Optimization exercise on an open flow, not production practice. RTL: at most simulated, not proved equivalent. The clock port is an ideal driver here. Power: default activity.

File: flow/flow/run.sh
#!/bin/bash
# Layout flow: the standard ORFS flow (standard.sh) with three changes.
#  1. After the standard synthesis, the combinational logic is re-mapped for area with
#     ABC (flow/resyn.tcl); the registers are left as that synthesis made them. Several
#     ABC scripts are tried and the netlist with the smallest cell area is kept.
#  2. Port buffers use sky130_fd_sc_hd__buf_1 (every port still gets its buffer).
#  3. Clock tree synthesis inserts no dummy loads.
# Each tool's output goes to a log file of its own in the work folder.
set -euo pipefail
WORK=$PWD
export BUFFER_PORTS_ARGS="-buffer_cell sky130_fd_sc_hd__buf_1"
export CTS_ARGS="-sink_clustering_enable -repair_clock_nets -dont_use_dummy_load -buf_list sky130_fd_sc_hd__clkbuf_4 -root_buf sky130_fd_sc_hd__clkbuf_4"

bash standard.sh synth > log_1_standard_synth.log 2>&1

RES=$WORK/orfs/results/$FLOW_PLATFORM/DE1_SoC/base
YOSYS=$FLOW_HOME/../tools/install/yosys/bin/yosys
[[ -x $YOSYS ]] || YOSYS=yosys
export RESYN_LIB=$FLOW_HOME/platforms/$FLOW_PLATFORM/lib/sky130_fd_sc_hd__tt_025C_1v80.lib
export RESYN_DONTUSE="$(tr '\n' ' ' < $WORK/flow/dont_use.txt)"
cp $RES/1_2_yosys.v $WORK/std_1_2_yosys.v
export RESYN_IN=$WORK/std_1_2_yosys.v

mkdir -p $WORK/resyn
best=""; bestarea=""
pids=()
for s in $WORK/flow/abc_*.script; do
  n=$(basename $s .script)
  ( RESYN_SCRIPT=$s RESYN_OUT=$WORK/resyn/$n.v timeout 900 $YOSYS -c $WORK/flow/resyn.tcl > $WORK/log_2_resyn_$n.log 2>&1 || true ) &
  pids+=($!)
done
wait "${pids[@]}"
for s in $WORK/flow/abc_*.script; do
  n=$(basename $s .script)
  [[ -f $WORK/resyn/$n.v.stat ]] || continue
  a=$(sed -n "s/.*Chip area for top module.*: *//p" $WORK/resyn/$n.v.stat)
  [[ -n $a ]] || continue
  echo "$n $a" >> $WORK/resyn/areas.txt
  if [[ -z $bestarea ]] || awk "BEGIN{exit !($a < $bestarea)}"; then best=$n; bestarea=$a; fi
done
if [[ -n $best ]]; then
  echo "using $best ($bestarea)" >> $WORK/resyn/areas.txt
  cp $WORK/resyn/$best.v $RES/1_2_yosys.v
  rm -f $RES/1_synth.odb $RES/1_synth.sdc
fi

bash standard.sh > log_3_standard_layout.log 2>&1
File: flow/flow/abc_a.script
&get -n
&deepsyn -T 30
&put
strash
dch -f
amap
topo
File: flow/flow/abc_b.script
&get -n
&deepsyn -T 30
&put
strash
dch -f
map -a
topo
File: flow/flow/abc_c.script
strash
dch -f
amap
topo
File: flow/flow/abc_d.script
strash
dc2
dc2
dch -f
map -a
strash
dch -f
map -a
topo
File: flow/flow/dont_use.txt
sky130_fd_sc_hd__probe_p_8
sky130_fd_sc_hd__probec_p_8
sky130_fd_sc_hd__lpflow_bleeder_1
sky130_fd_sc_hd__lpflow_clkbufkapwr_1
sky130_fd_sc_hd__lpflow_clkbufkapwr_16
sky130_fd_sc_hd__lpflow_clkbufkapwr_2
sky130_fd_sc_hd__lpflow_clkbufkapwr_4
sky130_fd_sc_hd__lpflow_clkbufkapwr_8
sky130_fd_sc_hd__lpflow_clkinvkapwr_1
sky130_fd_sc_hd__lpflow_clkinvkapwr_16
sky130_fd_sc_hd__lpflow_clkinvkapwr_2
sky130_fd_sc_hd__lpflow_clkinvkapwr_4
sky130_fd_sc_hd__lpflow_clkinvkapwr_8
sky130_fd_sc_hd__lpflow_decapkapwr_12
sky130_fd_sc_hd__lpflow_decapkapwr_3
sky130_fd_sc_hd__lpflow_decapkapwr_4
sky130_fd_sc_hd__lpflow_decapkapwr_6
sky130_fd_sc_hd__lpflow_decapkapwr_8
sky130_fd_sc_hd__lpflow_inputiso0n_1
sky130_fd_sc_hd__lpflow_inputiso0p_1
sky130_fd_sc_hd__lpflow_inputiso1n_1
sky130_fd_sc_hd__lpflow_inputiso1p_1
sky130_fd_sc_hd__lpflow_inputisolatch_1
sky130_fd_sc_hd__lpflow_isobufsrc_1
sky130_fd_sc_hd__lpflow_isobufsrc_16
sky130_fd_sc_hd__lpflow_isobufsrc_2
sky130_fd_sc_hd__lpflow_isobufsrc_4
sky130_fd_sc_hd__lpflow_isobufsrc_8
sky130_fd_sc_hd__lpflow_isobufsrckapwr_16
sky130_fd_sc_hd__lpflow_lsbuf_lh_hl_isowell_tap_1
sky130_fd_sc_hd__lpflow_lsbuf_lh_hl_isowell_tap_2
sky130_fd_sc_hd__lpflow_lsbuf_lh_hl_isowell_tap_4
sky130_fd_sc_hd__lpflow_lsbuf_lh_isowell_4
sky130_fd_sc_hd__lpflow_lsbuf_lh_isowell_tap_1
sky130_fd_sc_hd__lpflow_lsbuf_lh_isowell_tap_2
sky130_fd_sc_hd__lpflow_lsbuf_lh_isowell_tap_4
File: flow/flow/resyn.tcl
# Re-map the combinational logic of the standard synthesis netlist for area.
# Registers stay as they are: same instances, names and cell types.
# env: RESYN_IN, RESYN_OUT, RESYN_SCRIPT, RESYN_LIB, RESYN_DONTUSE
yosys -import
read_liberty -ignore_miss_func $::env(RESYN_LIB)
foreach m [list sky130_fd_sc_hd__dfxtp_1 sky130_fd_sc_hd__conb_1] {
  setattr -mod -set keep_hierarchy 1 $m
}
read_verilog $::env(RESYN_IN)
hierarchy -top $::env(FLOW_TOP)
flatten
opt_clean -purge
set du {}
foreach c $::env(RESYN_DONTUSE) { lappend du -dont_use $c }
abc -script $::env(RESYN_SCRIPT) -liberty $::env(RESYN_LIB) {*}$du
splitnets
opt_clean -purge
hilomap -singleton -hicell sky130_fd_sc_hd__conb_1 HI -locell sky130_fd_sc_hd__conb_1 LO
insbuf -buf sky130_fd_sc_hd__buf_1 A X
opt_clean -purge
check
tee -o $::env(RESYN_OUT).stat stat -liberty $::env(RESYN_LIB)
blackbox sky130_fd_sc_hd__dfxtp_1 sky130_fd_sc_hd__conb_1
write_verilog -noattr -nohex -nodec $::env(RESYN_OUT)
File: flow/standard.sh
#!/bin/bash
# synth_recipe.tcl (not shown) runs the flow's synth.tcl, then flattens the netlist and writes it again
# the make line also repeats each setting of config.mk as NAME=value (left out here)
make -C /OpenROAD-flow-scripts/flow DESIGN_CONFIG=/design/flow/config.mk WORK_HOME=/design/flow/orfs CLKGATE_MAP_FILE= SYNTH_SCRIPT=/design/flow/synth_recipe.tcl "${@:-finish}"
File: flow/config.mk
export PLATFORM = sky130hd
export DESIGN_NAME = DE1_SoC
export DESIGN_NICKNAME = DE1_SoC
export VERILOG_FILES = /design/flow/design.v
export SDC_FILE = /design/flow/constraint.sdc
export NUM_CORES = 4
export LEC_CHECK = 0
export CAP_MARGIN = 20
export CORE_MARGIN = 2
export CORE_UTILIZATION = 40
export PLACE_DENSITY = 0.6
export SLEW_MARGIN = 20
File: flow/constraint.sdc
create_clock -name core_clock -period 8.0 [get_ports {CLOCK_50}]
set_input_delay 1.6000 -clock core_clock [delete_from_list [all_inputs] [get_ports {CLOCK_50}]]
set_output_delay 1.6000 -clock core_clock [all_outputs]
set_load 0.01 [all_outputs]
File: flow/design.v
module DE1_SoC (CLOCK_50, reset, HEX0, KEY, SW, GPIO_1);
	input  logic CLOCK_50;
	input  logic reset;
	output logic [6:0] HEX0;
	input  logic [3:0] KEY;
	input  logic [1:0] SW;
	output logic [35:0] GPIO_1;
	function automatic logic [3:0] lane_a(input logic [3:0] r);
		logic r6;
		r6 = (r == 4'd6);
		lane_a = {r6, 1'b0, r6, r6 | (r == 4'd7) | (r == 4'd11) | (r == 4'd12) | (r == 4'd13) | (r == 4'd14)};
	endfunction
	function automatic logic [3:0] lane_b(input logic [3:0] r);
		lane_b = {(r == 4'd3) | (r == 4'd7) | (r == 4'd12) | (r == 4'd13) | (r == 4'd14),
		          r == 4'd5, r == 4'd2, r == 4'd1};
	endfunction
	logic [3:0] b0, b1n, b2;
	logic [3:0] nrst;
	assign nrst = {4{~reset}};
	always_ff @(posedge CLOCK_50) begin
		b0  <= ~KEY & nrst;
		b1n <= ~(b0 & nrst);
		b2  <= ~b1n & nrst;
	end
	logic [3:0] pulse;
	assign pulse = b2 & b1n;    
	logic [9:0] cnt;
	logic [3:0] rot;
	logic shift;
	always_comb begin
		case (SW)
			2'd0: shift = &cnt[9:5] & cnt[3];                  
			2'd1: shift = cnt >= 10'd500;
			2'd2: shift = cnt >= 10'd200;
			default: shift = cnt >= 10'd100;
		endcase
	end
	always_ff @(posedge CLOCK_50) begin
		if (reset | shift) cnt <= 10'd0;
		else cnt <= cnt + 10'd1;
		rot <= (rot + {3'b0, shift}) & {4{~reset}};
	end
	logic [3:0] frogRow, frogCol;
	logic hit, mid, vps;
	logic [3:0] fA, fB;
	logic [1:0] ra, rb, ra2;
	assign ra = rot[3:2];
	assign rb = rot[1:0];
	assign ra2 = ra + {1'b0, |rb};    
	assign fA = lane_a(frogRow);
	assign fB = lane_b(frogRow);
	assign hit = ((frogCol[1:0] == rb) & fA[frogCol[3:2] - ra])
	           | ((frogCol[1:0] + 2'd1 == rb) & fB[frogCol[3:2] - ra2]);
	logic rInc, rDec, cInc, cDec;
	logic [3:0] rt, ct;
	assign rInc = pulse[2] & ~&frogRow;
	assign rDec = pulse[1] & |frogRow & ~rInc;
	assign cInc = pulse[3] & ~&frogCol;
	assign cDec = pulse[0] & |frogCol & ~cInc;
	always_comb begin
		rt[0] = rInc | rDec;
		ct[0] = cInc | cDec;
		for (int i = 1; i < 4; i++) begin
			rt[i] = rt[i-1] & (frogRow[i-1] ^ rDec);
			ct[i] = ct[i-1] & (frogCol[i-1] ^ cDec);
		end
	end
	always_ff @(posedge CLOCK_50) begin
		if (reset | mid | hit) begin
			frogRow <= 4'd0; frogCol <= 4'd7;
		end else begin
			frogRow <= frogRow ^ rt;
			frogCol <= frogCol ^ ct;
		end
	end
	logic atBottom, inc;
	logic [3:0] score;
	assign atBottom = (frogRow == 4'd15);
	assign inc = ~vps & atBottom;
	always_ff @(posedge CLOCK_50) begin
		mid <= vps;
		vps <= ~(reset | mid) & inc;
		score <= (score + {3'b0, inc}) & {4{inc | ~reset}};
	end
	always_comb begin
		case (score)
			4'd0: HEX0 = 7'b1000000;
			4'd2: HEX0 = 7'b1111001;
			4'd4: HEX0 = 7'b0100100;
			4'd6: HEX0 = 7'b0110000;
			default: HEX0 = 7'b1111111;
		endcase
	end
	logic [3:0] rs;
	always_ff @(posedge CLOCK_50) begin
		if (reset) rs <= 4'd0;
		else rs <= rs + 4'd1;
	end
	logic [15:0] red;
	logic [3:0] sA, sB, Ar, Br;
	assign sA = lane_a(rs);
	assign sB = lane_b(rs);
	always_comb begin
		for (int p = 0; p < 4; p++) begin
			Ar[p] = sA[2'(p - ra)];
			Br[p] = sB[2'(p - ra2)];
		end
		for (int p = 0; p < 4; p++)
			for (int q = 0; q < 4; q++)
				red[4*p+q] = ((2'(q) == rb) & Ar[p]) | ((2'(q+1) == rb) & Br[p]);
	end
	always_comb begin
		GPIO_1[35:32] = rs;
		for (int i = 0; i < 16; i++) begin
			GPIO_1[31-i] = (frogRow == rs) && (frogCol == i[3:0]);
			GPIO_1[15-i] = red[i];
		end
	end
endmodule
==> results.txt, run 1 <==
result of the run=no timing/DRC/antenna violations; mean instance size in the synthesized netlist=6.85 um^2; Max Fanout on Critical Path=14; data required time at the worst endpoint=6.40 ns; share of the clock period used by the worst path after layout=0.529; Final Critical Period=4.23 ns; number of max-cap violations=0; HPWL after detailed placement=4000 um; final wirelength=5120 um; floorplan die area=approximately 6200 um^2; total area of multi-input combinational cells=about 1200 um^2; critical hold path startpoint=b0[2]$_DFF_P_; per-cell via count in the routed design=approximately 5.2; Max IR drop VDD=0.0939 mV; area of the core=~5400 um^2; number of sinks handled by clock tree synthesis=44; number of routed nets with antenna violations=0; grt ovf=0; cell depth of the worst flop-to-flop path=10; slew margin rel.=0.582; I/O pin cnt=51; First-pass DRT Iterations=4; final weighted congestion in routability-driven placement=between 0.8 and 0.9; share of the core filled with cells in the final layout=0.467; endpoint type of the worst setup path=primary output; routed wirelength normalized by instance count=about 11 um; number of clock buffers inserted by TritonCTS=5; initial cell density of the core=0.412; cell leakage power=0.845 nW; first-pass GRT wire length=8760 um; setup-violating endpoint count in the final report=0; insertion delay to the later sink of the worst-skew pair=~0.34 ns; slew of the pin with the lowest slew margin=0.622 ns; critical path arrival=2.63 ns; Achievable Freq=0.236 GHz; total global routing track utilization=0.173; Critical R2R Launch=frogRow[0]$_SDFF_PP0_; initial drt markers=85; unrepaired setup endpoints after global routing=false; number of nets in the layout=388; sequential standard cell area=between 800 and 900 um^2; final sum of negative setup slack=0 ns; critical setup path kind=register to primary output; cell count of the worst hold path=1; post-synthesis instance area=between 2000 and 2500 um^2; vias in the first global route=1953; number of standard-cell rows in the floorplan=27; floorplan die height=between 70 and 80 um; Post-CTS Hold Fix Bufs=0; total vias in the final route=around 2300; CTS H-Tree Depth=2; signed area change from the synthesized netlist to the final layout=13.6%; initial antenna violation count=0; maximum count of clock buffers along a single path=2; count of instances resized after the clock tree is built=0; Root Buffer=clkbuf_4; Power per Cell Area=148 nW/um^2; Synth Warn #=1; number of input and output port buffers inserted=50; cell count after synthesis=approximately 330; number of design rule violations left after detail routing=0; Final Hold Vio Count=0; crit path launch=rot[0]$_DFF_P_; Post-CTS Setup Inserts=0; pin count of the biggest net entering global routing=19; startpoint types=register; number of inserted diodes=0; fillcell total=602; chip width=78.8 um; clock transition time at the flip-flop clock pins of the worst setup and hold paths=0.11 ns; net count after synthesis=335; worst min-delay path category=register to register; skew final=approximately 0.012 ns; CTS tree=yes; fraction of layout instances using a drive strength above 1=0.0159; final max-slew violation count=0
## flip-flops by register name, indices dropped and copies added, names as in the netlist
| signal | cells |
|---|---|
| frogRow | 4 |
| vps | 1 |
| b1n | 4 |
| rot | 4 |
| rs | 4 |
| frogCol | 4 |
| b0 | 4 |
| b2 | 4 |
| cnt | 10 |
| score | 4 |
| mid | 1 |
## per-layer routing
metal / GRT usage / share of wire / up-vias
met2: 0.279 / 0.44 / 60
li1: - / - / 1246
met1: 0.228 / 0.49 / 1024
met5: 0 / 0 / -
met4: 0.0702 / 0.014 / 0
met3: 0.0341 / 0.053 / 6
## report_power, final
group	internal [W]	switching [W]
Sequential	0.000225	0.00000511
Combinational	0.0000190	0.0000339
Clock	0.0000295	0.0000629
Total	0.000274	0.000102
## metrics by stage
step | worst slack (ns) | cells | hold WS, ns | power, W | area [um^2]
2_1_floorplan | 4.54 | 327 | 0.351 | 0.000272 | 2240
3_3_place_gp | 4.18 | 445 | 0.354 | 0.000288 | 2500
3_5_place_dp | 4.20 | 445 | 0.355 | 0.000288 | 2500
4_1_cts | 3.77 | 450 | 0.380 | 0.000381 | 2540
5_1_grt | 3.42 | 450 | 0.396 | 0.000396 | 2540
6_report | 3.77 | 450 | 0.383 | 0.000376 | 2540
## area by class of cell
type / count / area share
multi-input cells: 239 / 0.469
flip-flops and latches: 44 / 0.346
repair buffers: 51 / 0.0768
inverters: 39 / 0.0576
well taps: 72 / 0.0354
clock buffers: 5 / 0.0148
## worst paths after layout
| path | end | slack (ns) |
|---|---|---|
| min | b1n[2]$_DFF_P_ | 0.38 |
| max | GPIO_1[13] | 3.77 |
| min reg2reg | b1n[2]$_DFF_P_ | 0.38 |
| max reg2reg | frogCol[3]$_SDFF_PP0_ | 5.18 |
## cells in the final DEF, fill, tap and decap left out, types with 2 or more instances in the layout
master / count
o221ai_1: 2
o22ai_1: 19
a221oi_1: 3
nand3_1: 7
nor3_1: 9
or2_0: 6
nor4_1: 3
a211oi_1: 5
o22a_1: 4
clkinv_1: 39
o211ai_1: 2
o21ai_0: 22
clkbuf_4: 5
dfxtp_1: 44
nor2_1: 82
buf_1: 50
a21oi_1: 14
nand2_1: 34
a31oi_1: 3
or3_1: 9
and2_0: 3
## worst max-delay path: stages, from the launching register on
cell and delay, ns:
dfxtp_1 0.46, nor2_1 0.24, clkinv_1 0.16, o32ai_1 0.31, nor2_1 0.07, a21oi_1 0.25
clkinv_1 0.13, or2_0 0.24, o22a_1 0.19, nor2_1 0.09, buf_1 0.16
==> run 2, diff against run 1 <==
==> flow/flow/run.sh (replaced) <==
#!/bin/bash
# Layout flow: the standard ORFS flow (standard.sh) with three changes.
#  1. After the standard synthesis, the combinational logic is re-mapped for area with
#     ABC (flow/resyn.tcl, driven by flow/resyn_loop.sh); the registers are left as that
#     synthesis made them. Several ABC runs are tried and the smallest netlist is kept.
#  2. Port buffers use sky130_fd_sc_hd__buf_1 (every port still gets its buffer).
#  3. Clock tree synthesis builds its tree from sky130_fd_sc_hd__clkbuf_4 and inserts no
#     dummy loads.
# Each tool's output goes to a log file of its own in the work folder.
set -euo pipefail
WORK=$PWD
export BUFFER_PORTS_ARGS="-buffer_cell sky130_fd_sc_hd__buf_1"
export CTS_ARGS="-sink_clustering_enable -repair_clock_nets -dont_use_dummy_load -buf_list sky130_fd_sc_hd__clkbuf_4 -root_buf sky130_fd_sc_hd__clkbuf_4"

bash standard.sh synth > log_1_standard_synth.log 2>&1

RES=$WORK/orfs/results/$FLOW_PLATFORM/DE1_SoC/base
export YOSYS=$FLOW_HOME/../tools/install/yosys/bin/yosys
[[ -x $YOSYS ]] || YOSYS=yosys
export RESYN_LIB=$FLOW_HOME/platforms/$FLOW_PLATFORM/lib/sky130_fd_sc_hd__tt_025C_1v80.lib
export RESYN_DONTUSE="$(tr '\n' ' ' < $WORK/flow/dont_use.txt)"
cp $RES/1_2_yosys.v $WORK/std_1_2_yosys.v
bash $WORK/flow/resyn_loop.sh $WORK/std_1_2_yosys.v $WORK/resyn_1_2_yosys.v $WORK/resyn 2 ${NUM_CORES:-4} 30 > log_2_resyn.log 2>&1
if [[ -s $WORK/resyn_1_2_yosys.v ]] && grep -q "^final [0-9]" $WORK/resyn/areas.txt; then
  cp $WORK/resyn_1_2_yosys.v $RES/1_2_yosys.v
  rm -f $RES/1_synth.odb $RES/1_synth.sdc
fi

bash standard.sh > log_3_standard_layout.log 2>&1
--- a/flow/flow/resyn.tcl
+++ b/flow/flow/resyn.tcl
@@ -9,6 +9,7 @@
 read_verilog $::env(RESYN_IN)
 hierarchy -top $::env(FLOW_TOP)
 flatten
+yosys rename -hide w:*.*
 opt_clean -purge
 set du {}
 foreach c $::env(RESYN_DONTUSE) { lappend du -dont_use $c }
==> flow/flow/resyn_loop.sh (new file) <==
#!/bin/bash
# resyn_loop.sh IN OUT WORKDIR ROUNDS JOBS SECONDS
# Iterated area re-mapping: each round runs JOBS ABC jobs (different seeds of &deepsyn,
# SECONDS each) on the best netlist so far, and keeps the smallest result.
set -u
IN=$1; OUT=$2; D=$3; ROUNDS=$4; JOBS=$5; SECS=$6
HERE=$(cd "$(dirname "$0")" && pwd)
mkdir -p $D
cp $IN $D/best.v
best=1000000000
seed=1
for r in $(seq 1 $ROUNDS); do
  pids=()
  for j in $(seq 1 $JOBS); do
    n=r${r}_j${j}
    if [[ $r -eq 1 && $j -eq 1 ]]; then
      printf 'strash\ndch -f\nmap -a\namap\ntopo\n' > $D/$n.script
    else
      printf '&get -n\n&deepsyn -T %s -S %s\n&put\nstrash\ndch -f\nmap -a\namap\ntopo\n' $SECS $seed > $D/$n.script
    fi
    seed=$((seed+1))
    ( RESYN_IN=$D/best.v RESYN_SCRIPT=$D/$n.script RESYN_OUT=$D/$n.v timeout $((SECS*4+300)) ${YOSYS:-yosys} -c $HERE/resyn.tcl > $D/$n.log 2>&1 ) &
    pids+=($!)
  done
  wait "${pids[@]}"
  for j in $(seq 1 $JOBS); do
    n=r${r}_j${j}
    a=$(sed -n 's/.*Chip area for top module.*: *//p' $D/$n.v.stat 2>/dev/null)
    [[ -n $a ]] || continue
    echo "$n $a" >> $D/areas.txt
    if awk "BEGIN{exit !($a < $best)}"; then best=$a; cp $D/$n.v $D/best.v; echo "best $n $a" >> $D/areas.txt; fi
  done
done
cp $D/best.v $OUT
echo "final $best" >> $D/areas.txt
removed: flow/flow/abc_a.script
removed: flow/flow/abc_b.script
removed: flow/flow/abc_c.script
removed: flow/flow/abc_d.script
==> results.txt, run 2 <==
crit path max-delay cell type=dfxtp_1; CTS tree=yes; Max IR drop VDD=0.118 mV (+26%); final weighted congestion in routability-driven placement=0.863 (+5.8%); post-synthesis instance area=2190 um^2 (-2.1%); First-pass DRT Iterations=4 (unchanged); total vias in the final route=2312 (-1.0%); initial cell density of the core=0.421 (+0.00937); FF-to-FF setup slack=5.14 ns (-0.04 ns); number of buffer and inverter instances along the worst setup path=3 (unchanged); I/O pin cnt=51 (unchanged); unrepaired setup endpoints after global routing=false; number of max-cap violations=0 (unchanged); Synth Warn #=1 (unchanged); Root Buffer=clkbuf_4; highest-count cells in the layout ignoring fill and taps=74 x nor2_1, 50 x buf_1, 45 x clkinv_1, 44 x dfxtp_1, 24 x o22ai_1; data required time at the worst endpoint=6.40 ns (about the same); Non-Filler Instances=431 (-4.2%); share of total power consumed by net switching=0.281 (+0.0100); insertion delay to the later sink of the worst-skew pair=0.35 ns (about the same); CP delay by family, top=compound AO/OA/AOI/OAI gates; slew margin rel.=0.403 (-0.180); slew of the pin with the lowest slew margin=0.896 ns (+0.274 ns); number of input and output port buffers inserted=50 (unchanged); number of nets in the layout=371 (-4.4%); Max Fanout on Critical Path=7 (-7); CTS H-Tree Depth=2 (unchanged); net count after synthesis=317 (-5.4%); critical hold path startpoint=b0[2]$_DFF_P_; cell leakage power=0.813 nW (-3.8%); result of the run=no timing/DRC/antenna violations; count of placed standard cells including taps=426 (-4.3%); Final Critical Period=4.15 ns (-0.0843 ns); floorplan die height=78.0 um (-1.0%); combinational fraction of design power=0.143 (+0.002); count of instances resized after the clock tree is built=0 (unchanged); clock transition time at the flip-flop clock pins of the worst setup and hold paths=0.12 ns (about the same); Critical R2R Launch=rot[2]$_DFF_P_; number of design rule violations left after detail routing=0 (unchanged); share of the clock period used by the worst path after layout=0.519 (-0.0105); first-pass GRT wire length=8980 um (+2.5%); number of inserted diodes=0 (unchanged); most flop-heavy register=cnt; chip width=78.0 um (-1.0%); initial antenna violation count=0 (unchanged); Cell Chain, Critical Path=clkinv_1 > nor2_1 > clkinv_1 > nor2_1 > a21oi_1 > o22ai_1 > nor2_1 > o21ai_0 > o22ai_1 > buf_1; mean instance size in the synthesized netlist=7.09 um^2 (+3.6%); routed wirelength normalized by instance count=12.5 um (+9.9%); initial drt markers=120 (+41%); signed area change from the synthesized netlist to the final layout=13.8%; flip-flop count of the largest register after layout=10 (unchanged); commonest non-fill, non-tap cell in the layout=nor2_1; per-cell via count in the routed design=5.36 (+3.3%); number of clock buffers inserted by TritonCTS=5 (unchanged); fillcell total=557 (-7.5%); endpoint type of the worst setup path=primary output; grt ovf=0 (unchanged); cell count after synthesis=309 (-5.5%); floorplan die area=6080 um^2 (-2.0%); final max-slew violation count=0 (unchanged); total global routing track utilization=0.182 (+0.00866); number of routed nets with antenna violations=0 (unchanged); critical path arrival=2.55 ns (-0.08 ns); part of the power in registers=0.610 (-0.003); part of the total power dissipated in the clock network=0.247 (about the same); HPWL after detailed placement=4080 um (+2.0%); vias in the first global route=1989 (+1.8%); setup-violating endpoint count in the final report=0 (unchanged); worst min-delay path category=register to register; maximum count of clock buffers along a single path=2 (unchanged); cell repeated most along the worst path=nor2_1; longest individual stage delay on the worst path=0.47 ns (about the same); critical setup path kind=register to primary output; final wirelength=5390 um (+5.2%); crit path launch=rs[0]$_SDFF_PP0_; area of the core=5200 um^2 (-4.3%); Post-CTS Hold Fix Bufs=0 (unchanged); number of standard-cell rows in the floorplan=26 (-3.7%); startpoint types=register; internal power=0.000274 W (about the same); pin count of the biggest net entering global routing=19 (unchanged); Final Hold Vio Count=0 (unchanged); final sum of negative setup slack=0 ns (unchanged); fraction of layout instances using a drive strength above 1=0.0139 (-0.00202); skew final=0.0192 ns (+0.00704 ns); Power per Cell Area=153 nW/um^2 (+3.4%); Sw Pwr=0.000107 W (+5.1%); number of sinks handled by clock tree synthesis=44 (unchanged); Achievable Freq=0.241 GHz (+2.0%); Post-CTS Setup Inserts=0 (unchanged)
-- run 2: cell types whose count changed in the layout (fill, tap and decap cells not counted), sizes merged, moves of 3 or more --
cell and delta:
nand2 -11, a21oi -4, a221oi -3, clkinv +6, a22oi +5, a211oi +6, nor2 -8, a31oi +6
nor3 -6, or3 -4, o22ai +5, or2 -3
-- run 2: layer usage --
| layer | vias to the layer above | share of wire | global-route usage |
|---|---|---|---|
| met5 | - | 0 | 0 |
| met4 | 0 | 0.019 | 0.0667 |
| met3 | 11 | 0.053 | 0.0360 |
| met2 | 76 | 0.43 | 0.303 |
| met1 | 1026 | 0.50 | 0.234 |
| li1 | 1199 | - | - |
-- run 2: through the flow --
step	cell area [um^2]	setup slack [ns]	hold slack, ns	utilization	total power [W]
floorplan	2190	4.60	0.343	-	0.000274
global placement	2450	4.39	0.348	0.472	0.000291
detailed placement	2450	4.30	0.351	0.472	0.000292
CTS	2490	3.89	0.379	0.479	0.000384
global route	2490	3.49	0.392	0.479	0.000403
finish	2490	3.85	0.377	0.479	0.000381
-- run 2: worst paths after layout --
path	to	cells past startpoint
setup / recovery	GPIO_1[13]	10
hold / removal	b1n[2]$_DFF_P_	1
setup reg to reg	frogRow[1]$_SDFF_PP0_	11
hold reg to reg	b1n[2]$_DFF_P_	1
-- run 2: power by group through the flow --
stage / Clock (W) / Combinational [W] / Sequential, W
CTS: 0.0000972 / 0.0000546 / 0.000232
detailed placement: 0 / 0.0000543 / 0.000237
global placement: 0 / 0.0000540 / 0.000237
floorplan: 0 / 0.0000381 / 0.000236
finish: 0.0000940 / 0.0000544 / 0.000232
global route: 0.000107 / 0.0000618 / 0.000234
-- run 2: cell type report --
cell class              count  area (um^2)  area share
multi-input cells         217         1130       0.453
clock buffers               5         37.5      0.0151
well taps                  70         87.6      0.0351
repair buffers             50          188      0.0753
flip-flops and latches     44          881       0.353
inverters                  45          169      0.0678
==> run 3, diff against run 2 <==
--- a/flow/flow/run.sh
+++ b/flow/flow/run.sh
@@ -4,13 +4,13 @@
 #     ABC (flow/resyn.tcl, driven by flow/resyn_loop.sh); the registers are left as that
 #     synthesis made them. Several ABC runs are tried and the smallest netlist is kept.
 #  2. Port buffers use sky130_fd_sc_hd__buf_1 (every port still gets its buffer).
-#  3. Clock tree synthesis builds its tree from sky130_fd_sc_hd__clkbuf_4 and inserts no
-#     dummy loads.
+#  3. Clock tree synthesis is replaced by one clock buffer at the centre of the registers
+#     (flow/pre_cts.tcl); every register's clock goes through it.
 # Each tool's output goes to a log file of its own in the work folder.
 set -euo pipefail
 WORK=$PWD
 export BUFFER_PORTS_ARGS="-buffer_cell sky130_fd_sc_hd__buf_1"
-export CTS_ARGS="-sink_clustering_enable -repair_clock_nets -dont_use_dummy_load -buf_list sky130_fd_sc_hd__clkbuf_4 -root_buf sky130_fd_sc_hd__clkbuf_4"
+export PRE_CTS_TCL=$WORK/flow/pre_cts.tcl
 
 bash standard.sh synth > log_1_standard_synth.log 2>&1
 
==> flow/flow/pre_cts.tcl (new file) <==
# Runs before clock tree synthesis (PRE_CTS_TCL). The design has few registers, so one
# clock buffer at the centre of the registers drives them all, in place of a clock tree:
# every register's clock arrives through the same buffer. clock_tree_synthesis is then
# skipped; the rest of the CTS step (placement legalisation, timing repair) runs as usual.
set block [ord::get_db_block]
set dbu [$block getDbUnitsPerMicron]
set sx 0.0; set sy 0.0; set n 0
foreach inst [$block getInsts] {
  if {[[$inst getMaster] isSequential]} {
    set bb [$inst getBBox]
    set sx [expr {$sx + ([$bb xMin] + [$bb xMax]) / 2.0}]
    set sy [expr {$sy + ([$bb yMin] + [$bb yMax]) / 2.0}]
    incr n
  }
}
set x [expr {$sx / $n / $dbu}]
set y [expr {$sy / $n / $dbu}]
puts "pre_cts: $n registers, clock buffer at $x $y"
insert_buffer -buffer_cell sky130_fd_sc_hd__clkbuf_8 -net CLOCK_50 -location [list $x $y] \
  -buffer_name clkbuf_root -net_name clknet_root
[$block findNet clknet_root] setSigType CLOCK
[$block findNet CLOCK_50] setSigType CLOCK
set_propagated_clock [all_clocks]
proc clock_tree_synthesis {args} { puts "clock_tree_synthesis skipped: one clock buffer drives all registers" }
==> results.txt, run 3 <==
result of the run=did not finish; Halt Stage=4_1_cts; tool error message=Error: cts.tcl, 6 invalid command name "NULL"; minimum setup slack after placement=4.33 ns (+0.0356 ns); post-synthesis instance area=2180 um^2 (-0.40%); number of input and output port buffers inserted=50 (unchanged); I/O pin cnt=51 (unchanged); chip width=77.9 um (-0.19%); number of standard-cell rows in the floorplan=26 (unchanged); initial cell density of the core=0.422 (+0.000954); final weighted congestion in routability-driven placement=0.862 (-0.10%); net count after synthesis=314 (-0.95%); mean instance size in the synthesized netlist=7.13 um^2 (+0.58%); Synth Warn #=1 (unchanged); cell count after synthesis=306 (-0.97%); HPWL after detailed placement=3910 um (-4.3%); floorplan die height=77.9 um (-0.19%)
[run 3: worst min-delay path by stage]
| stage | from | end | slack, ns | depth (start not counted) |
|---|---|---|---|---|
| floorplan | vps$_DFF_P_ | mid$_DFF_P_ | 0.35 | 0 |
| global placement | vps$_DFF_P_ | mid$_DFF_P_ | 0.36 | 0 |
| detailed placement | b0[1]$_DFF_P_ | b1n[1]$_DFF_P_ | 0.36 | 1 |
[run 3: power by group through the flow]
stage               Clock (W)  Sequential, W  Combinational (W)
floorplan                   0       0.000235          0.0000296
detailed placement          0       0.000236          0.0000434
global placement            0       0.000235          0.0000431
[run 3: per-stage QoR]
stage          cell area [um^2]  hold slack (ns)  utilization  total power, W  instances
3_5_place_dp               2450            0.358        0.474        0.000279        424
2_1_floorplan              2180            0.351            -        0.000264        306
3_3_place_gp               2450            0.355        0.474        0.000278        424
==> run 4, diff against run 3 <==
--- a/flow/design.v
+++ b/flow/design.v
@@ -14,16 +14,12 @@
 		lane_b = {(r == 4'd3) | (r == 4'd7) | (r == 4'd12) | (r == 4'd13) | (r == 4'd14),
 		          r == 4'd5, r == 4'd2, r == 4'd1};
 	endfunction
-	logic [3:0] b0, b1n, b2;
-	logic [3:0] nrst;
-	assign nrst = {4{~reset}};
+	logic [3:0] b0, b1n, pulse;
 	always_ff @(posedge CLOCK_50) begin
-		b0  <= ~KEY & nrst;
-		b1n <= ~(b0 & nrst);
-		b2  <= ~b1n & nrst;
+		b0    <= ~KEY & {4{~reset}};
+		b1n   <= ~(b0 & {4{~reset}});
+		pulse <= ~b1n & ~b0 & {4{~reset}};
 	end
-	logic [3:0] pulse;
-	assign pulse = b2 & b1n;    
 	logic [9:0] cnt;
 	logic [3:0] rot;
 	logic shift;
@@ -42,15 +38,24 @@
 	end
 	logic [3:0] frogRow, frogCol;
 	logic hit, mid, vps;
-	logic [3:0] fA, fB;
 	logic [1:0] ra, rb, ra2;
 	assign ra = rot[3:2];
 	assign rb = rot[1:0];
 	assign ra2 = ra + {1'b0, |rb};    
-	assign fA = lane_a(frogRow);
-	assign fB = lane_b(frogRow);
-	assign hit = ((frogCol[1:0] == rb) & fA[frogCol[3:2] - ra])
-	           | ((frogCol[1:0] + 2'd1 == rb) & fB[frogCol[3:2] - ra2]);
+	logic [3:0] d;
+	assign d = frogCol - rot;
+	always_comb begin
+		case (frogRow)
+			4'd1: hit = d == 4'd3;
+			4'd2: hit = d == 4'd7;
+			4'd3: hit = d == 4'd15;
+			4'd5: hit = d == 4'd11;
+			4'd6: hit = d == 4'd0 || d == 4'd4 || d == 4'd12;
+			4'd7, 4'd12, 4'd13, 4'd14: hit = d == 4'd0 || d == 4'd15;
+			4'd11: hit = d == 4'd0;
+			default: hit = 1'b0;
+		endcase
+	end
 	logic rInc, rDec, cInc, cDec;
 	logic [3:0] rt, ct;
 	assign rInc = pulse[2] & ~&frogRow;
==> flow/flow/run.sh (replaced) <==
#!/bin/bash
set -euo pipefail
WORK=$PWD
export BUFFER_PORTS_ARGS="-buffer_cell sky130_fd_sc_hd__buf_1"
export CTS_ARGS="-sink_clustering_enable -repair_clock_nets -dont_use_dummy_load -buf_list sky130_fd_sc_hd__clkbuf_4 -root_buf sky130_fd_sc_hd__clkbuf_4"
export POST_CTS_TCL=$WORK/flow/post_cts.tcl
RES=$WORK/orfs/results/$FLOW_PLATFORM/DE1_SoC/base

# S: the standard synthesis.
bash standard.sh synth > log_1_standard_synth.log 2>&1
cp $RES/1_2_yosys.v $WORK/synth_S.v

# A: the same synthesis with an area ABC script, in a work folder of its own.
ALT=$WORK/orfs_alt
rm -rf $WORK/alt_scripts
cp -r $FLOW_HOME/scripts $WORK/alt_scripts
cp $WORK/flow/abc_area_map.script $WORK/alt_scripts/abc_speed.script
cp $WORK/flow/abc_area_map.script $WORK/alt_scripts/abc_area.script
if bash standard.sh WORK_HOME=$ALT SCRIPTS_DIR=$WORK/alt_scripts ADDER_MAP_FILE= \
     $ALT/results/$FLOW_PLATFORM/DE1_SoC/base/1_2_yosys.v > log_1_alt_synth.log 2>&1; then
  cp $ALT/results/$FLOW_PLATFORM/DE1_SoC/base/1_2_yosys.v $WORK/synth_A.v
fi

# Re-map each for area; keep the smallest.
export YOSYS=$FLOW_HOME/../tools/install/yosys/bin/yosys
[[ -x $YOSYS ]] || YOSYS=yosys
export RESYN_LIB=$FLOW_HOME/platforms/$FLOW_PLATFORM/lib/sky130_fd_sc_hd__tt_025C_1v80.lib
export RESYN_DONTUSE="$(tr '\n' ' ' < $WORK/flow/dont_use.txt)"
best=""; bestarea=1000000000
for s in S A; do
  [[ -s $WORK/synth_$s.v ]] || continue
  bash $WORK/flow/resyn_loop.sh $WORK/synth_$s.v $WORK/resyn_$s.v $WORK/resyn_$s 2 ${NUM_CORES:-4} 30 > log_2_resyn_$s.log 2>&1 || true
  a=$(sed -n 's/^final //p' $WORK/resyn_$s/areas.txt 2>/dev/null || true)
  echo "$s ${a:-none}" >> $WORK/resyn_choice.txt
  if [[ -n $a && -s $WORK/resyn_$s.v ]] && awk "BEGIN{exit !($a < $bestarea)}"; then best=$s; bestarea=$a; fi
done
if [[ -n $best ]]; then
  echo "using $best ($bestarea)" >> $WORK/resyn_choice.txt
  cp $WORK/resyn_$best.v $RES/1_2_yosys.v
  rm -f $RES/1_synth.odb $RES/1_synth.sdc
fi
rm -rf $WORK/alt_scripts

bash standard.sh > log_3_standard_layout.log 2>&1
==> flow/flow/abc_area_map.script (new file) <==
strash
dc2
dch -f
map -a
amap
topo
==> flow/flow/post_cts.tcl (new file) <==
set block [ord::get_db_block]
set root [$block findInst clkbuf_0_CLOCK_50]
if {$root ne "NULL"} {
  set out [$root findITerm X]
  set loads [expr {[llength [[$out getNet] getITerms]] - 1}]
  set port_loads [expr {[llength [[$block findNet CLOCK_50] getITerms]]}]
  if {$loads <= 4 && $port_loads == 1} {
    remove_buffers [list clkbuf_0_CLOCK_50]
    puts "post_cts: removed root clock buffer; the clock port drives $loads leaf buffers"
  }
}
--- a/flow/config.mk
+++ b/flow/config.mk
@@ -8,5 +8,6 @@
 export CAP_MARGIN = 20
 export CORE_MARGIN = 2
 export CORE_UTILIZATION = 40
+export GPL_TIMING_DRIVEN = 0
 export PLACE_DENSITY = 0.6
 export SLEW_MARGIN = 20
removed: flow/flow/pre_cts.tcl
==> results.txt, run 4 <==
part of the power in registers=0.631; Final Hold Vio Count=0; Synth Warn #=1 (unchanged); combinational fraction of design power=0.166; highest-count cells in the layout ignoring fill and taps=66 x nor2_1, 51 x buf_1, 49 x clkinv_1, 44 x dfxtp_1, 31 x nand2_1; Post-Route Hold Slack=approximately 0.38 ns; fraction of layout instances using a drive strength above 1=0.0109; unrepaired setup endpoints after global routing=false; share of total power consumed by net switching=0.267; Sw Pwr=0.0000989 W; endpoint type of the worst setup path=primary output; final weighted congestion in routability-driven placement=0.848 (-1.7%); worst min-delay path category=register to register; number of sinks handled by clock tree synthesis=44; number of input and output port buffers inserted=50 (unchanged); HPWL after detailed placement=4010 um (+2.7%); most flop-heavy register=cnt; final sum of negative setup slack=0 ns; cell repeated most along the worst path=nor2_1; Max IR drop VDD=0.120 mV; total area of multi-input combinational cells=between 1000 and 1500 um^2; insertion delay to the later sink of the worst-skew pair=between 0.15 and 0.2 ns; critical path arrival=2.59 ns; first-pass GRT wire length=roughly 9100 um; clock transition time at the flip-flop clock pins of the worst setup and hold paths=0.12 ns; number of inserted diodes=0; total global routing track utilization=0.179; slew margin rel.=0.453; mean instance size in the synthesized netlist=6.95 um^2 (-2.5%); number of design rule violations left after detail routing=0; Achievable Freq=0.239 GHz; initial cell density of the core=0.422 (about the same); First-pass DRT Iterations=5; result of the run=no timing/DRC/antenna violations; final max-slew violation count=0; initial drt markers=136; part of the total power dissipated in the clock network=0.203; total power=0.000370 W; data required time at the worst endpoint=6.40 ns; vias in the first global route=about 2000; routed wirelength normalized by instance count=11.6 um; number of standard-cell rows in the floorplan=26 (unchanged); total vias in the final route=2320; number of max-cap violations=0; skew final=0.0183 ns; per-cell via count in the routed design=5.30; pin count of the biggest net entering global routing=19; setup-violating endpoint count in the final report=0; Power per Cell Area=149 nW/um^2; initial antenna violation count=0; floorplan die area=6070 um^2; slew of the pin with the lowest slew margin=0.821 ns; startpoint types=register; number of nets in the layout=between 300 and 400; cell count after synthesis=314 (+2.6%); longest individual stage delay on the worst path=approximately 0.44 ns; post-synthesis instance area=2180 um^2 (about the same); share of the clock period used by the worst path after layout=0.524; number of routed nets with antenna violations=0; chip width=77.9 um (about the same); cell leakage power=0.825 nW; Cell Chain, Critical Path=clkinv_1 > nor2_1 > clkinv_1 > nor2_1 > nor2_1 > a21oi_1 > nor2_1 > a21oi_1 > nand2_1 > o21ai_0 > clkinv_1 > o22ai_1 > buf_1; fillcell total=560; area of the core=5170 um^2; commonest non-fill, non-tap cell in the layout=nor2_1; final wirelength=5090 um; critical setup path kind=register to primary output; I/O pin cnt=51 (unchanged); net count after synthesis=322 (+2.5%); internal power=0.000271 W; signed area change from the synthesized netlist to the final layout=14.0%; crit path max-delay cell type=dfxtp_1; floorplan die height=77.9 um (about the same); sequential standard cell area=just under 900 um^2; Final Critical Period=~4.2 ns; grt ovf=0; Max Fanout on Critical Path=5; flip-flop count of the largest register after layout=10
==> run 4: worst max-delay path: cells and delay by family, from the launching register on <==
kind,cells,cell delay [ns]
flip-flops,1,0.44
AO/OA/AOI/OAI,4,0.82
buffers and inverters,4,0.59
AND/OR/NAND/NOR,5,0.55
==> run 4: final cells by class <==
class	count	share of cell area
inverters	49	0.0739
clock buffers	4	0.0121
multi-input cells	220	0.448
well taps	70	0.0352
repair buffers	50	0.0754
flip-flops and latches	44	0.354
plain buffers	1	0.00151
==> run 4: metrics by stage <==
step	std cells	util	worst slack (ns)	area, um^2
after floorplan	314	-	4.41	2180
after global placement	434	0.475	4.10	2460
after detailed placement	434	0.475	4.08	2460
after global routing	438	0.481	3.47	2490
final	438	0.481	3.81	2490
==> run 4: power by group through the flow <==
stage               Combinational [W]  Clock [W]  Sequential [W]
finish                      0.0000614  0.0000752        0.000233
floorplan                   0.0000433          0        0.000237
global placement            0.0000603          0        0.000238
global route                0.0000706  0.0000892        0.000235
detailed placement          0.0000609          0        0.000238
==> run 4: final timing paths <==
kind | startpoint | end | slack, ns | cells after the start
setup / recovery | rs[0]$_SDFF_PP0_ | GPIO_1[12] | 3.81 | 13
hold / removal | vps$_DFF_P_ | mid$_DFF_P_ | 0.38 | 0
setup reg to reg | rot[2]$_DFF_P_ | frogRow[2]$_SDFF_PP0_ | 5.20 | 11
hold reg to reg | vps$_DFF_P_ | mid$_DFF_P_ | 0.38 | 0
==> run 4: metal layers <==
metal	GRT usage	wire [um]	vias up
met5	0	0	-
met4	0.0375	44	0
met3	0.0291	278	4
met2	0.291	2160	62
met1	0.250	2600	1032
li1	-	-	1222
==> run 5, diff against run 4 <==
==> flow/flow/run.sh (replaced) <==
#!/bin/bash
set -euo pipefail
WORK=$PWD
export BUFFER_PORTS_ARGS="-buffer_cell sky130_fd_sc_hd__buf_1"
export CTS_ARGS="-sink_clustering_enable -repair_clock_nets -dont_use_dummy_load -buf_list sky130_fd_sc_hd__clkbuf_4 -root_buf sky130_fd_sc_hd__clkbuf_4"
export POST_CTS_TCL=$WORK/flow/post_cts.tcl
RES=$WORK/orfs/results/$FLOW_PLATFORM/DE1_SoC/base
JOBS=${NUM_CORES:-4}

# S: the standard synthesis.
bash standard.sh synth > log_1_standard_synth.log 2>&1
cp $RES/1_2_yosys.v $WORK/synth_S.v

export YOSYS=$FLOW_HOME/../tools/install/yosys/bin/yosys
[[ -x $YOSYS ]] || YOSYS=yosys
export RESYN_LIB=$FLOW_HOME/platforms/$FLOW_PLATFORM/lib/sky130_fd_sc_hd__tt_025C_1v80.lib
export RESYN_DONTUSE="$(tr '\n' ' ' < $WORK/flow/dont_use.txt)"
CAND=$WORK/candidates
mkdir -p $CAND

# S, re-mapped.
bash $WORK/flow/resyn_loop.sh $WORK/synth_S.v $CAND/S.v $WORK/resyn_S 1 $JOBS 30 > log_2_resyn_S.log 2>&1 || true
a=$(sed -n 's/^final //p' $WORK/resyn_S/areas.txt 2>/dev/null || true)
[[ -n $a && -s $CAND/S.v ]] && echo "S $a" >> $CAND/areas.txt

# P, one run per seed.
seed=1
for round in 1 2 3; do
  pids=()
  for j in $(seq 1 $JOBS); do
    n=P$seed
    printf '&get -n\n&deepsyn -T 30 -S %s\n&put\nstrash\ndch -f\nmap -a\namap\ntopo\n' $seed > $CAND/$n.script
    ( P_DESIGN=$FLOW_DESIGN P_SCRIPT=$CAND/$n.script P_OUT=$CAND/$n.raw.v timeout 600 $YOSYS -c $WORK/flow/synth_p.tcl > log_2_synth_$n.log 2>&1 \
      && python3 $WORK/flow/rename_regs.py $WORK/synth_S.v $CAND/$n.raw.v $CAND/$n.v >> log_2_synth_$n.log 2>&1 \
      && echo "$n $(sed -n 's/.*Chip area for module.*: *//p' $CAND/$n.raw.v.stat | tail -1)" >> $CAND/areas.txt ) &
    pids+=($!)
    seed=$((seed+1))
  done
  wait "${pids[@]}" || true
done

best=$(sort -k2 -g $CAND/areas.txt 2>/dev/null | head -1 | cut -d' ' -f1 || true)
if [[ -n $best && -s $CAND/$best.v ]]; then
  echo "using $best" >> $CAND/areas.txt
  cp $CAND/$best.v $RES/1_2_yosys.v
  rm -f $RES/1_synth.odb $RES/1_synth.sdc
fi

bash standard.sh > log_3_standard_layout.log 2>&1
==> flow/flow/rename_regs.py (new file) <==
# rename_regs.py STD.v IN.v OUT.v : give IN's flip-flops the instance names that STD's
# flip-flops driving the same net have. Fails unless every flip-flop pairs up, same cell type.
import re, sys
cell_re = re.compile(r'^\s*(sky130_fd_sc_hd__\w+)\s+(\\\S+|\S+)\s*\((.*?)\);', re.M | re.S)
def norm(n):
    n = n.strip()
    if n.startswith('\\'): n = n[1:]
    return n.replace(' ', '')
def flops(text):
    d = {}
    for m in cell_re.finditer(text):
        t, inst, body = m.group(1), m.group(2), m.group(3)
        if not re.search(r'__(df|ed|sdf)', t): continue
        q = re.search(r'\.Q\(\s*(.*?)\s*\)\s*(,|$)', body, re.S)
        d[norm(q.group(1))] = (t, inst, m.start(2), m.end(2))
    return d
std = open(sys.argv[1]).read(); txt = open(sys.argv[2]).read()
ports = lambda t: sorted(l.strip() for l in t.splitlines() if re.match(r'\s*(input|output|inout)\b', l))
if ports(std) != ports(txt) or not ports(std):
    sys.exit('ports differ')
fs, fi = flops(std), flops(txt)
if set(fs) != set(fi) or len(fs) == 0:
    sys.exit('register nets differ: %s' % sorted(set(fs) ^ set(fi))[:10])
for q in fs:
    if fs[q][0] != fi[q][0]: sys.exit('cell type differs for %s' % q)
out = txt
for q, (t, inst, a, b) in sorted(fi.items(), key=lambda x: -x[1][2]):
    out = out[:a] + fs[q][1] + out[b:]
open(sys.argv[3], 'w').write(out)
print('renamed %d registers' % len(fs))
==> flow/flow/synth_p.tcl (new file) <==
# Plain Yosys synthesis of the design, flattened, registers mapped to the library's flops,
# logic mapped for area by ABC. Registers are renamed afterwards to the standard names.
yosys -import
read_verilog -sv $::env(P_DESIGN)
synth -top $::env(FLOW_TOP) -flatten -nofsm -noshare
set du {}
foreach c $::env(RESYN_DONTUSE) { lappend du -dont_use $c }
dfflibmap -liberty $::env(RESYN_LIB) {*}$du
opt
abc -script $::env(P_SCRIPT) -liberty $::env(RESYN_LIB) {*}$du
splitnets
opt_clean -purge
hilomap -singleton -hicell sky130_fd_sc_hd__conb_1 HI -locell sky130_fd_sc_hd__conb_1 LO
insbuf -buf sky130_fd_sc_hd__buf_1 A X
opt_clean -purge
tee -o $::env(P_OUT).stat stat -liberty $::env(RESYN_LIB)
write_verilog -noattr -nohex -nodec $::env(P_OUT)
--- a/flow/config.mk
+++ b/flow/config.mk
@@ -7,7 +7,7 @@
 export LEC_CHECK = 0
 export CAP_MARGIN = 20
 export CORE_MARGIN = 2
-export CORE_UTILIZATION = 40
+export CORE_UTILIZATION = 60
 export GPL_TIMING_DRIVEN = 0
-export PLACE_DENSITY = 0.6
+export PLACE_DENSITY = 0.8
 export SLEW_MARGIN = 20
removed: flow/flow/abc_area_map.script
==> results.txt, run 5 <==
Max IR drop VDD=0.135 mV (+12%); initial cell density of the core=0.636 (+0.214); total power=0.000347 W (-6.1%); number of max-cap violations=0 (unchanged); setup-violating endpoint count in the final report=0 (unchanged); final wirelength=4610 um (-9.4%); result of the run=no timing/DRC/antenna violations; mean instance size in the synthesized netlist=7.29 um^2 (+4.8%); fraction of layout instances using a drive strength above 1=0.0142 (+0.00338); Sw Pwr=0.0000838 W (-15%); Cell Chain, Critical Path=clkinv_1 > nor2_1 > a21oi_1 > o21ai_0 > a31oi_1 > o22ai_1 > buf_1; slew of the pin with the lowest slew margin=0.764 ns (-0.0569 ns); final max-slew violation count=0 (unchanged); area of the core=3390 um^2 (-34%); CP delay by family, top=compound AO/OA/AOI/OAI gates; worst path setup slack after routing=4.08 ns (+0.270 ns); share of the clock period used by the worst path after layout=0.490 (-0.0337); endpoint type of the worst setup path=primary output; total vias in the final route=2269 (-2.2%); crit path max-delay cell type=dfxtp_1; number of standard-cell rows in the floorplan=21 (-19%); number of inserted diodes=0 (unchanged); number of buffer and inverter instances along the worst setup path=2 (-2); Power per Cell Area=142 nW/um^2 (-4.5%); Achievable Freq=0.255 GHz (+6.9%); flip-flop count of the largest register after layout=10 (unchanged); unrepaired setup endpoints after global routing=false; routed wirelength normalized by instance count=11.6 um (about the same); cell count after synthesis=296 (-5.7%); Max Fanout on Critical Path=8 (+3); clock transition time at the flip-flop clock pins of the worst setup and hold paths=0.12 ns (about the same); Final Hold Vio Count=0 (unchanged); post-synthesis instance area=2160 um^2 (-1.2%); highest-count cells in the layout ignoring fill and taps=56 x nor2_1, 51 x buf_1, 44 x dfxtp_1, 40 x clkinv_1, 27 x o22ai_1; final weighted congestion in routability-driven placement=0.816 (-3.7%); floorplan die height=64.0 um (-18%); insertion delay to the later sink of the worst-skew pair=0.18 ns (about the same); minimum setup slack after placement=3.97 ns (-0.106 ns); commonest non-fill, non-tap cell in the layout=nor2_1; cell leakage power=0.760 nW (-7.9%); vias in the first global route=1941 (-5.3%); First-pass DRT Iterations=4 (-1); grt ovf=0 (unchanged); final sum of negative setup slack=0 ns (unchanged); signed area change from the synthesized netlist to the final layout=13.5%; number of routed nets with antenna violations=0 (unchanged); chip width=64.0 um (-18%); initial antenna violation count=0 (unchanged); share of total power consumed by net switching=0.241 (-0.0262); combinational fraction of design power=0.117 (-0.049); critical setup path kind=register to primary output; Final Critical Period=3.92 ns (-0.270 ns); HPWL after detailed placement=3460 um (-14%); internal power=0.000264 W (-2.7%); pin count of the biggest net entering global routing=19 (unchanged); net count after synthesis=304 (-5.6%); critical path arrival=2.32 ns (-0.27 ns); worst min-delay path category=register to register; skew final=0.0215 ns (+0.00324 ns); number of sinks handled by clock tree synthesis=44 (unchanged); data required time at the worst endpoint=6.40 ns (about the same); part of the total power dissipated in the clock network=0.219 (+0.016); number of nets in the layout=361 (-4.5%); part of the power in registers=0.664 (+0.033); floorplan die area=4090 um^2 (-33%); initial drt markers=109 (-20%); first-pass GRT wire length=8240 um (-9.6%); I/O pin cnt=51 (unchanged); slew margin rel.=0.487 (+0.0345); most flop-heavy register=cnt; number of design rule violations left after detail routing=0 (unchanged); longest individual stage delay on the worst path=0.51 ns (+0.07 ns); per-cell via count in the routed design=5.72 (+7.9%); total global routing track utilization=0.244 (+0.0651); number of input and output port buffers inserted=50 (unchanged); Synth Warn #=1 (unchanged); startpoint types=register
==> run 5: worst reg2reg max path: stages (launching register included) <==
cell	delay, ns
dfxtp_1	0.45
clkinv_1	0.18
nor2_1	0.28
o22ai_1	0.13
or2_0	0.29
a311o_1	0.30
a31oi_1	0.29
clkinv_1	0.24
a2111oi_0	0.30
==> run 5: area by class of cell <==
class / instances / area [um^2]
Multi-Input combinational cell: 211 / 1120
Tap cell: 46 / 57.6
Timing Repair Buffer: 51 / 203
Buffer: 1 / 3.75
Sequential cell: 44 / 881
Clock buffer: 4 / 30.0
Inverter: 40 / 150
Fill cell: 298 / 942
==> run 5: layer usage <==
metal	track usage	wire length, um
met4	0.0625	43
met5	0	0
met1	0.320	2220
met3	0.0387	289
met2	0.418	2050
==> run 5: worst paths after layout <==
check	startpoint	to	slack (ns)	depth (start not counted)
setup reg to reg	frogRow[1]$_SDFF_PP0_	frogRow[0]$_SDFF_PP0_	5.43	8
hold reg to reg	vps$_DFF_P_	mid$_DFF_P_	0.38	0
hold / removal	vps$_DFF_P_	mid$_DFF_P_	0.38	0
setup / recovery	rs[0]$_SDFF_PP0_	GPIO_1[0]	4.08	7
==> run 5: power groups by stage <==
stage / registers, W / clock network [W] / logic (W)
3_3_place_gp: 0.000235 / 0 / 0.0000387
6_report: 0.000231 / 0.0000761 / 0.0000405
2_1_floorplan: 0.000235 / 0 / 0.0000271
3_5_place_dp: 0.000236 / 0 / 0.0000400
5_1_grt: 0.000232 / 0.0000860 / 0.0000462
==> run 5: stage by stage <==
step	cell area, um^2	utilization	hold WS [ns]	std cells
2_1_floorplan	2160	-	0.352	296
3_3_place_gp	2400	0.709	0.357	392
3_5_place_dp	2420	0.713	0.359	393
5_1_grt	2450	0.722	0.385	397
6_report	2450	0.722	0.375	397
==> run 6, diff against run 5 <==
--- a/flow/config.mk
+++ b/flow/config.mk
@@ -7,7 +7,7 @@
 export LEC_CHECK = 0
 export CAP_MARGIN = 20
 export CORE_MARGIN = 2
-export CORE_UTILIZATION = 60
+export CORE_UTILIZATION = 40
 export GPL_TIMING_DRIVEN = 0
-export PLACE_DENSITY = 0.8
+export PLACE_DENSITY = 0.6
 export SLEW_MARGIN = 20
==> results.txt, run 6 <==
pin count of the biggest net entering global routing=29 (+10); final wirelength=4890 um (+6.1%); endpoint type of the worst setup path=primary output; initial cell density of the core=0.420 (-0.217); startpoint types=register; slew of the pin with the lowest slew margin=0.737 ns (-0.0272 ns); final sum of negative setup slack=0 ns (unchanged); setup-violating endpoint count in the final report=0 (unchanged); Synth Warn #=1 (unchanged); routed wirelength normalized by instance count=11.6 um (+0.27%); total power=0.000349 W (+0.36%); commonest non-fill, non-tap cell in the layout=nor2_1; total vias in the final route=2231 (-1.7%); count of placed standard cells including taps=416 (+5.9%); Achievable Freq=0.258 GHz (+1.0%); skew final=0.0261 ns (+0.00460 ns); FF-to-FF setup slack=5.38 ns (-0.05 ns); insertion delay to the later sink of the worst-skew pair=0.18 ns (about the same); mean instance size in the synthesized netlist=7.29 um^2 (unchanged); HPWL after detailed placement=3680 um (+6.3%); number of inserted diodes=0 (unchanged); flip-flop count of the largest register after layout=10 (unchanged); final weighted congestion in routability-driven placement=0.850 (+4.1%); Final Hold Vio Count=0 (unchanged); Post-Route Hold Slack=0.378 ns (+0.00325 ns); number of nets in the layout=360 (-0.28%); final max-slew violation count=0 (unchanged); number of design rule violations left after detail routing=0 (unchanged); grt ovf=0 (unchanged); Max IR drop VDD=0.0906 mV (-33%); worst path setup slack after routing=4.12 ns (+0.0402 ns); total global routing track utilization=0.171 (-0.0732); first-pass GRT wire length=8670 um (+5.2%); net count after synthesis=304 (unchanged); highest-count cells in the layout ignoring fill and taps=56 x nor2_1, 50 x buf_1, 44 x dfxtp_1, 40 x clkinv_1, 27 x o22ai_1; Power per Cell Area=141 nW/um^2 (-0.30%); chip width=77.4 um (+21%); worst min-delay path category=register to register; clock transition time at the flip-flop clock pins of the worst setup and hold paths=0.12 ns (about the same); timing endpoint of the critical path=GPIO_1[12]; critical setup path kind=register to primary output; share of the clock period used by the worst path after layout=0.485 (-0.00502); endpoint of the lowest-slack register-to-register path=frogRow[0]$_SDFF_PP0_; signed area change from the synthesized netlist to the final layout=14.2%; Final Critical Period=3.88 ns (-0.0402 ns); unrepaired setup endpoints after global routing=false; Critical R2R Launch=frogRow[1]$_SDFF_PP0_; number of standard-cell rows in the floorplan=26 (+24%); crit path launch=rs[0]$_SDFF_PP0_; floorplan die area=6000 um^2 (+47%); data required time at the worst endpoint=6.40 ns (about the same); most flop-heavy register=cnt; Non-Filler Instances=420 (+5.8%); post-synthesis instance area=2160 um^2 (unchanged); Max Fanout on Critical Path=8 (unchanged); per-cell via count in the routed design=5.31 (-7.1%); fraction of layout instances using a drive strength above 1=0.0143 (+0.0000407); number of input and output port buffers inserted=50 (unchanged); number of max-cap violations=0 (unchanged); cell leakage power=0.755 nW (-0.61%); number of routed nets with antenna violations=0 (unchanged); number of sinks handled by clock tree synthesis=44 (unchanged); slew margin rel.=0.505 (+0.0183); I/O pin cnt=51 (unchanged); vias in the first global route=1993 (+2.7%); cell depth of the worst flop-to-flop path=8 (unchanged); critical path arrival=2.28 ns (-0.04 ns); cell count after synthesis=296 (unchanged); floorplan die height=77.4 um (+21%); initial antenna violation count=0 (unchanged); result of the run=no timing/DRC/antenna violations; initial drt markers=84 (-23%); minimum setup slack after placement=4.21 ns (+0.239 ns); area of the core=5140 um^2 (+52%); First-pass DRT Iterations=4 (unchanged)
-- run 6: through the flow --
stage,cell area [um^2],util
after floorplan,2160,-
after global placement,2430,0.473
after detailed placement,2430,0.473
after global routing,2460,0.479
final,2460,0.479
-- run 6: area by class of cell --
type,instances,area [um^2]
fillers,538,2680
multi-input cells,211,1120
plain buffers,1,3.75
flip-flops and latches,44,881
inverters,40,150
repair buffers,50,189
well taps,70,87.6
clock buffers,4,30.0
-- run 6: report_power, final --
| group | internal, W | switching [W] |
|---|---|---|
| registers | 0.000225 | 0.00000552 |
| logic | 0.0000140 | 0.0000260 |
| clock network | 0.0000241 | 0.0000541 |
| total | 0.000263 | 0.0000856 |
-- run 6: worst max-delay path: stages (launching register included) --
cell      delay [ns]
dfxtp_1         0.51
clkinv_1        0.17
nor2_1          0.24
clkinv_1        0.16
a21oi_1         0.21
a22o_1          0.21
nor2_1          0.07
o22ai_1         0.27
o22ai_1         0.12
buf_1           0.15
-- run 6: worst min-delay path by stage --
| stage | startpoint | end | slack [ns] | cells past startpoint |
|---|---|---|---|---|
| global placement | vps$_DFF_P_ | mid$_DFF_P_ | 0.36 | 0 |
| finish | b1n[1]$_DFF_P_ | pulse[1]$_DFF_P_ | 0.38 | 1 |
| floorplan | vps$_DFF_P_ | mid$_DFF_P_ | 0.35 | 0 |
| detailed placement | vps$_DFF_P_ | mid$_DFF_P_ | 0.36 | 0 |
| global route | vps$_DFF_P_ | mid$_DFF_P_ | 0.40 | 0 |
-- run 6: layer usage --
| layer | track usage | up-vias | wire [um] |
|---|---|---|---|
| li1 | - | 1191 | - |
| met4 | 0.0411 | 0 | 44 |
| met1 | 0.216 | 990 | 2390 |
| met5 | 0 | - | 0 |
| met2 | 0.302 | 46 | 2240 |
| met3 | 0.0302 | 4 | 208 |
==> run 7, diff against run 6 <==
--- a/flow/flow/run.sh
+++ b/flow/flow/run.sh
@@ -23,21 +23,21 @@
 a=$(sed -n 's/^final //p' $WORK/resyn_S/areas.txt 2>/dev/null || true)
 [[ -n $a && -s $CAND/S.v ]] && echo "S $a" >> $CAND/areas.txt
 
-# P, one run per seed.
-seed=1
-for round in 1 2 3; do
-  pids=()
-  for j in $(seq 1 $JOBS); do
-    n=P$seed
-    printf '&get -n\n&deepsyn -T 30 -S %s\n&put\nstrash\ndch -f\nmap -a\namap\ntopo\n' $seed > $CAND/$n.script
-    ( P_DESIGN=$FLOW_DESIGN P_SCRIPT=$CAND/$n.script P_OUT=$CAND/$n.raw.v timeout 600 $YOSYS -c $WORK/flow/synth_p.tcl > log_2_synth_$n.log 2>&1 \
-      && python3 $WORK/flow/rename_regs.py $WORK/synth_S.v $CAND/$n.raw.v $CAND/$n.v >> log_2_synth_$n.log 2>&1 \
-      && echo "$n $(sed -n 's/.*Chip area for module.*: *//p' $CAND/$n.raw.v.stat | tail -1)" >> $CAND/areas.txt ) &
-    pids+=($!)
-    seed=$((seed+1))
-  done
-  wait "${pids[@]}" || true
+# P, one run per deepsyn seed and mapping.
+for seed in 1 2 3 4 5 6 7 8; do
+  printf '&get -n\n&deepsyn -T 30 -S %s\n&put\nstrash\ndch -f\nmap -a\namap\ntopo\n' $seed > $CAND/P${seed}a.script
+  printf '&get -n\n&deepsyn -T 30 -S %s\n&put\nstrash\ndch -f\namap\ntopo\n' $seed > $CAND/P${seed}b.script
+  printf '&get -n\n&deepsyn -T 30 -S %s\n&dch -f\n&nf -a -R 1000\n&put\ntopo\n' $seed > $CAND/P${seed}c.script
 done
+run_p() {
+  n=$1
+  P_DESIGN=$FLOW_DESIGN P_SCRIPT=$CAND/$n.script P_OUT=$CAND/$n.raw.v timeout 600 $YOSYS -c $WORK/flow/synth_p.tcl > $WORK/log_2_synth_$n.log 2>&1 \
+    && python3 $WORK/flow/rename_regs.py $WORK/synth_S.v $CAND/$n.raw.v $CAND/$n.v >> $WORK/log_2_synth_$n.log 2>&1 \
+    && echo "$n $(sed -n 's/.*Chip area for module.*: *//p' $CAND/$n.raw.v.stat | tail -1)" >> $CAND/areas.txt
+}
+export -f run_p
+export WORK CAND
+ls $CAND/*.script | xargs -n1 basename | sed 's/\.script$//' | xargs -P $JOBS -I{} bash -c 'run_p {}' || true
 
 best=$(sort -k2 -g $CAND/areas.txt 2>/dev/null | head -1 | cut -d' ' -f1 || true)
 if [[ -n $best && -s $CAND/$best.v ]]; then
==> results.txt, run 7 <==
result of the run=no timing/DRC/antenna violations; grt ovf=0 (unchanged); most heavily used metal layer in global routing=met2; Synth Warn #=1 (unchanged); critical setup path kind=register to primary output; endpoint type of the worst setup path=primary output; crit path max-delay cell type=dfxtp_1; number of inserted diodes=0 (unchanged); number of standard-cell rows in the floorplan=26 (unchanged); share of the clock period used by the worst path after layout=0.498 (+0.0135); First-pass DRT Iterations=4 (unchanged); number of routed nets with antenna violations=0 (unchanged); worst min-delay path category=register to register; vias in the first global route=2016 (+1.2%); slew of the pin with the lowest slew margin=0.862 ns (+0.125 ns); floorplan die area=5970 um^2 (-0.50%); commonest non-fill, non-tap cell in the layout=nor2_1; first-pass GRT wire length=8790 um (+1.4%); share of the core filled with cells in the final layout=0.477 (-0.00243); net count after synthesis=308 (+1.3%); total vias in the final route=2234 (+0.13%); fillcell total=554 (+3.0%); Power per Cell Area=142 nW/um^2 (+0.63%); highest-count cells in the layout ignoring fill and taps=63 x nor2_1, 51 x buf_1, 44 x dfxtp_1, 32 x clkinv_1, 31 x nand2_1; fraction of layout instances using a drive strength above 1=0.0113 (-0.00299); initial antenna violation count=0 (unchanged); Cell Chain, Critical Path=clkinv_1 > nor2_1 > nor2_1 > nor2_1 > nor2_1 > o22ai_1 > o21a_1 > o22ai_1 > o22ai_1 > buf_1; setup-violating endpoint count in the final report=0 (unchanged); Max Fanout on Critical Path=8 (unchanged); number of max-cap violations=0 (unchanged); Critical R2R Launch=rot[2]$_DFF_P_; crit path launch=rs[0]$_SDFF_PP0_; initial drt markers=99 (+18%); most flop-heavy register=cnt; HPWL after detailed placement=3800 um (+3.3%); cell count of the worst hold path=0 (-1); met2 GRT Util=0.301 (-0.000870); I/O pin cnt=51 (unchanged); cell depth of the worst flop-to-flop path=9 (+1); cell leakage power=0.763 nW (+0.95%); slew margin rel.=0.425 (-0.0798); signed area change from the synthesized netlist to the final layout=14.2% (about the same); Achievable Freq=0.251 GHz (-2.7%); longest individual stage delay on the worst path=0.49 ns (-0.02 ns); post-synthesis instance area=2150 um^2 (-0.52%); mean instance size in the synthesized netlist=7.15 um^2 (-1.8%); clock transition time at the flip-flop clock pins of the worst setup and hold paths=0.12 ns (about the same); number of sinks handled by clock tree synthesis=44 (unchanged); floorplan die height=77.2 um (-0.25%); initial cell density of the core=0.417 (-0.00219); final weighted congestion in routability-driven placement=0.853 (+0.38%); startpoint types=register; final wirelength=5000 um (+2.3%); flip-flop count of the largest register after layout=10 (unchanged); number of nets in the layout=364 (+1.1%); Final Critical Period=3.99 ns (+0.108 ns); number of input and output port buffers inserted=50 (unchanged); final max-slew violation count=0 (unchanged); Final Hold Vio Count=0 (unchanged); met1 Use GR=0.221 (+0.00523); area of the core=5140 um^2 (unchanged); total global routing track utilization=0.175 (+0.00431); number of design rule violations left after detail routing=0 (unchanged); cell count after synthesis=300 (+1.4%); data required time at the worst endpoint=6.40 ns (about the same); per-cell via count in the routed design=5.27 (-0.81%); Max IR drop VDD=0.0921 mV (+1.7%); skew final=0.0216 ns (-0.00447 ns); routed wirelength normalized by instance count=11.8 um (+1.3%); pin count of the biggest net entering global routing=19 (-34%); FF-to-FF setup slack=5.01 ns (-0.37 ns); critical path arrival=2.39 ns (+0.11 ns); critical hold path startpoint=vps$_DFF_P_; final sum of negative setup slack=0 ns (unchanged); unrepaired setup endpoints after global routing=false; cell repeated most along the worst path=nor2_1; chip width=77.2 um (-0.25%); met3 usage=0.0329 (+0.00271); insertion delay to the later sink of the worst-skew pair=0.17 ns (about the same)
-- run 7: cell type report --
cell class                      instances  area, um^2  area share
Multi-Input combinational cell        223        1140       0.466
Sequential cell                        44         881       0.359
Timing Repair Buffer                   50         188      0.0766
Inverter                               32         120      0.0490
Tap cell                               70        87.6      0.0357
Clock buffer                            4        30.0      0.0123
Buffer                                  1        3.75     0.00153
-- run 7: worst paths after layout --
| check | to |
|---|---|
| worst max register to register | frogRow[0]$_SDFF_PP0_ |
| worst min-delay path | mid$_DFF_P_ |
| worst max-delay path | GPIO_1[12] |
| worst min register to register | mid$_DFF_P_ |
-- run 7: per-layer routing --
layer | part of all wire | routed length (um)
met5 | 0 | 0
met3 | 0.043 | 213
met2 | 0.45 | 2230
met4 | 0.0098 | 49
met1 | 0.50 | 2500
-- run 7: through the flow --
stage               setup WS [ns]  cells  hold WS (ns)  power (W)  area (um^2)
global placement             4.30    420         0.343   0.000276         2420
finish                       4.01    424         0.334   0.000349         2450
floorplan                    4.61    300         0.332   0.000263         2150
global route                 3.72    424         0.336   0.000369         2450
detailed placement           4.28    420         0.345   0.000276         2420
-- run 7: worst max-delay path: cells and delay by family (launching register included) --
family	cells	cell delay [ns]
AO/OA/AOI/OAI	4	0.75
buffers and inverters	2	0.38
flip-flops	1	0.49
AND/OR/NAND/NOR	4	0.57
-- run 7: power by group --
part | internal (W) | switching (W) | total [W]
logic | 0.0000140 | 0.0000262 | 0.0000401
clock network | 0.0000241 | 0.0000537 | 0.0000778
registers | 0.000225 | 0.00000605 | 0.000231
